Context: an optimization exercise on an open-source flow, tuned for small area. The choices shown serve that exercise and are no tape-out recipe.
The RTL was checked by simulation tests, not by an equivalence proof against the original design.
Power and IR drop assume default switching activity.

v6:
// Game_Top
module Game_Top(clk, rst, pixel_index, game_sw, VOLUME_SW, btnL, btnR, btnC, volume, oled_data);
Size: roughly 2000 cells after synthesis, roughly 48 I/O pins.
==> flow/config.mk <==
export PLATFORM = sky130hd
export DESIGN_NAME = Game_Top
export DESIGN_NICKNAME = Game_Top
export VERILOG_FILES = /design/flow/design.v
export SDC_FILE = /design/flow/constraint.sdc
export NUM_CORES = 4
export LEC_CHECK = 0
export ABC_AREA = 1
export CAP_MARGIN = 20
export CELL_PAD_IN_SITES_DETAIL_PLACEMENT = 1
export CORE_MARGIN = 2
export CORE_UTILIZATION = 30
export PLACE_DENSITY = 0.4
export SETUP_SLACK_MARGIN = 0.4
export SLEW_MARGIN = 20
==> flow/constraint.sdc <==
create_clock -name core_clock -period 20.0 [get_ports {clk}]
set_input_delay 4.0000 -clock core_clock [delete_from_list [all_inputs] [get_ports {clk}]]
set_output_delay 4.0000 -clock core_clock [all_outputs]
set_load 0.01 [all_outputs]
standard.sh (not shown) runs the stock make flow with config.mk's settings and CLKGATE_MAP_FILE= SYNTH_SCRIPT=/design/flow/synth_recipe.tcl, a recipe that flattens the netlist after the stock synthesis.
==> flow/flow/run.sh <==
#!/bin/bash
# Own flow: the standard layout (standard.sh) with these changes:
# - ABC maps the combinational logic with its area-oriented &nf mapper
#   (flow/abc_area.script) instead of ORFS's abc_area.script, whose
#   buffer/upsize steps add area. The rest of synthesis, including the
#   register mapping, is ORFS's synthesis as standard.sh runs it.
# - every port still gets a buffer, but a buf_1 (BUFFER_PORTS_ARGS);
# - clock tree synthesis without dummy loads, clkbuf_8 buffers under a
#   clkbuf_16 root, clusters of at most 12 sinks (CTS_ARGS).
# The tools' full output goes to standard_flow.log here and to ORFS's logs.
set -euo pipefail
WORK=$(pwd)
rm -rf "$WORK/scripts_own"
cp -r "$FLOW_HOME/scripts" "$WORK/scripts_own"
cp "$WORK/flow/abc_area.script" "$WORK/scripts_own/abc_area.script"
bash "$WORK/standard.sh" "SCRIPTS_DIR=$WORK/scripts_own" \
  "BUFFER_PORTS_ARGS=-buffer_cell sky130_fd_sc_hd__buf_1" \
  "CTS_ARGS=-sink_clustering_enable -repair_clock_nets -dont_use_dummy_load -buf_list sky130_fd_sc_hd__clkbuf_8 -root_buf sky130_fd_sc_hd__clkbuf_16 -sink_clustering_size 12 -sink_clustering_max_diameter 80" \
  finish > "$WORK/standard_flow.log" 2>&1
==> flow/flow/abc_area.script <==
strash
dch -f
&get -n
&nf -R 1000
&put
topo
v6 | status: complete | timing, DRC, antenna: pass
Here is what was changed in the inputs of v7 compared with v6.
# v6
export LEC_CHECK = 0
export ABC_AREA = 1
export CAP_MARGIN = 20
export CELL_PAD_IN_SITES_DETAIL_PLACEMENT = 1
export CORE_MARGIN = 2
export CORE_UTILIZATION = 30
export PLACE_DENSITY = 0.4
export SETUP_SLACK_MARGIN = 0.4
export SLEW_MARGIN = 20
create_clock -name core_clock -period 20.0 [get_ports {clk}]
# v7
export LEC_CHECK = 0
export ABC_AREA = 1
export CAP_MARGIN = 20
export CELL_PAD_IN_SITES_DETAIL_PLACEMENT = 1
export CORE_MARGIN = 2
export CORE_UTILIZATION = 30
export GPL_TIMING_DRIVEN = 0
export PLACE_DENSITY = 0.4
export SETUP_SLACK_MARGIN = 0.4
export SLEW_MARGIN = 20
create_clock -name core_clock -period 20.0 [get_ports {clk}]
Findings:
Summary of v7 over v6: via count of the first global-routing pass decreased about 2.3%; setup slack decreased by 850 ps relative to the old numbers. In v7 the final core utilization turned out 0.22 points higher than in v6. The run showing the greater combinational gate power is v6. Design internal power (lower): v6. met1 layer wirelength in the final routing in v7 is 1000 um lower than in v6.

---

== job 8525 ==
Game_Top, a different RTL version from the one above (not shown whole).
Size in the first run: ~48 I/O pins.
Settings: LEC_CHECK=0, ABC_AREA=1, CAP_MARGIN=20, CELL_PAD_IN_SITES_DETAIL_PLACEMENT=1, CORE_MARGIN=2, CORE_UTILIZATION=30, GPL_TIMING_DRIVEN=0, PLACE_DENSITY=0.4, SLEW_MARGIN=20; clock period 20.0 ns.
==> flow/flow/run.sh <==
#!/bin/bash
# Own flow: the standard layout (standard.sh), with one change: ABC maps
# the combinational logic with its area-oriented &nf mapper (flow/abc_area.script)
# instead of ORFS's abc_area.script, whose buffer/upsize steps add area.
# Everything else, including the register mapping, is ORFS's synthesis as
# standard.sh runs it.
set -euo pipefail
WORK=$(pwd)
rm -rf "$WORK/scripts_own"
cp -r "$FLOW_HOME/scripts" "$WORK/scripts_own"
cp "$WORK/flow/abc_area.script" "$WORK/scripts_own/abc_area.script"
bash "$WORK/standard.sh" "SCRIPTS_DIR=$WORK/scripts_own" "BUFFER_PORTS_ARGS=-buffer_cell sky130_fd_sc_hd__buf_1" "CTS_ARGS=-sink_clustering_enable -repair_clock_nets -dont_use_dummy_load -buf_list sky130_fd_sc_hd__clkbuf_8 -root_buf sky130_fd_sc_hd__clkbuf_16 -sink_clustering_size 12 -sink_clustering_max_diameter 80" finish > "$WORK/standard_flow.log" 2>&1
Scripts as last shown in full above: flow/flow/abc_area.script
Job 8525 | stages: all done | timing, DRC, antenna: all pass
Setup changes, job 8525 to job 9612
==> flow/flow/run.sh <==
#!/bin/bash
# Own flow: the standard layout (standard.sh) with these changes:
# - ABC maps the combinational logic with its area-oriented &nf mapper
#   (flow/abc_area.script) instead of ORFS's abc_area.script, whose
#   buffer/upsize steps add area. The rest of synthesis, including the
#   register mapping, is ORFS's synthesis as standard.sh runs it.
# - every port still gets a buffer, but a buf_1 (BUFFER_PORTS_ARGS);
# - clock tree synthesis without dummy loads, clkbuf_8 buffers under a
#   clkbuf_16 root, clusters of at most 12 sinks (CTS_ARGS).
# The tools' full output goes to standard_flow.log here and to ORFS's logs.
set -euo pipefail
WORK=$(pwd)
rm -rf "$WORK/scripts_own"
cp -r "$FLOW_HOME/scripts" "$WORK/scripts_own"
cp "$WORK/flow/abc_area.script" "$WORK/scripts_own/abc_area.script"
bash "$WORK/standard.sh" "SCRIPTS_DIR=$WORK/scripts_own" \
  "BUFFER_PORTS_ARGS=-buffer_cell sky130_fd_sc_hd__buf_1" \
  "CTS_ARGS=-sink_clustering_enable -repair_clock_nets -dont_use_dummy_load -buf_list sky130_fd_sc_hd__clkbuf_8 -root_buf sky130_fd_sc_hd__clkbuf_16 -sink_clustering_size 12 -sink_clustering_max_diameter 80" \
  finish > "$WORK/standard_flow.log" 2>&1
- Job 8525 → job 9612: part of the power in combinational logic held; via count held; global-route wire length before repair held; total area of sequential cells held; switching power as a share of total power held.
- Re sequential cell count: no difference whatsoever between job 9612 and job 8525.
- From job 9612 to job 8525, design area did not move at all.
- On total congestion overflow after global routing, job 8525 and job 9612 are neck and neck.
- Re final cell count: no difference whatsoever between job 8525 and job 9612.
- | combined area of the multi-input logic cells | job 9612 vs job 8525 | ≈ equal |
- Reported for job 8525 and job 9612, wire length turned out identical to the last digit.
#### Input delta (job 3141 over job 9612)
==> flow/flow/run.sh <==
#!/bin/bash
# Own flow: the standard layout (standard.sh), with one change: ABC maps
# the combinational logic with its area-oriented &nf mapper (flow/abc_area.script)
# instead of ORFS's abc_area.script, whose buffer/upsize steps add area.
# Everything else, including the register mapping, is ORFS's synthesis as
# standard.sh runs it.
set -euo pipefail
WORK=$(pwd)
rm -rf "$WORK/scripts_own"
cp -r "$FLOW_HOME/scripts" "$WORK/scripts_own"
cp "$WORK/flow/abc_area.script" "$WORK/scripts_own/abc_area.script"
bash "$WORK/standard.sh" "SCRIPTS_DIR=$WORK/scripts_own" "BUFFER_PORTS_ARGS=-buffer_cell sky130_fd_sc_hd__buf_1" "CTS_ARGS=-sink_clustering_enable -repair_clock_nets -dont_use_dummy_load -sink_clustering_size 30 -sink_clustering_max_diameter 150" finish > "$WORK/standard_flow.log" 2>&1
==> results.txt <==
Summary: clock period minus worst slack, job 3141 worse than job 9612. Reported for job 3141 and job 9612, synthesized cell count turned out identical to the last digit. In job 3141 the cell-internal power turned out 0.067 mW higher than in job 9612. Compared with job 9612, in job 3141 area share of and/or/nand/nor cells after synthesis closely matched the old numbers; share of the final layout cell area in multi-input gates decreased by 0.76 points relative to the old numbers. Job 3141 completed end to end with timing, DRC and antenna clean.

==> port drivers added, routing unchanged <==
The results above use ideal ports. As a check the final layouts listed here were re-extracted and re-timed, cells and wires unchanged.
Step 1 assumes that a clkbuf_16 drives the clock port and a buf_2 every other input.
Step 2, shift: input delay + t, output delay - t, t = (earliest + latest rising clock arrival at the registers) / 2. This alone moves slack from input paths to output paths.
Slacks: no drivers / after step 1 / after step 2; pairs: no drivers / after step 1.
run	t (ns)	slack for setup (ns)	hold slack, ns	slew at the worst register clock pin (ns)	worst data-port slew with drivers (ns)
v6	0.425	1.692 / 1.670 / 1.670	0.384 / 0.384 / 0.384	0.10 / 0.10	0.06
v7	0.421	0.842 / 0.811 / 0.811	0.390 / 0.390 / 0.390	0.09 / 0.09	0.10
job 8525	0.489	0.431 / 0.404 / 0.404	0.383 / 0.383 / 0.383	0.11 / 0.11	0.08
job 9612	0.489	0.431 / 0.404 / 0.404	0.383 / 0.383 / 0.383	0.11 / 0.11	0.08
job 3141	0.530	0.353 / 0.326 / 0.326	0.382 / 0.382 / 0.382	0.08 / 0.08	0.08
After both steps every run listed still meets setup and hold. For v7, which loses most, drivers alone change the setup slack by -0.031 ns; drivers and shift together by -0.031 ns.
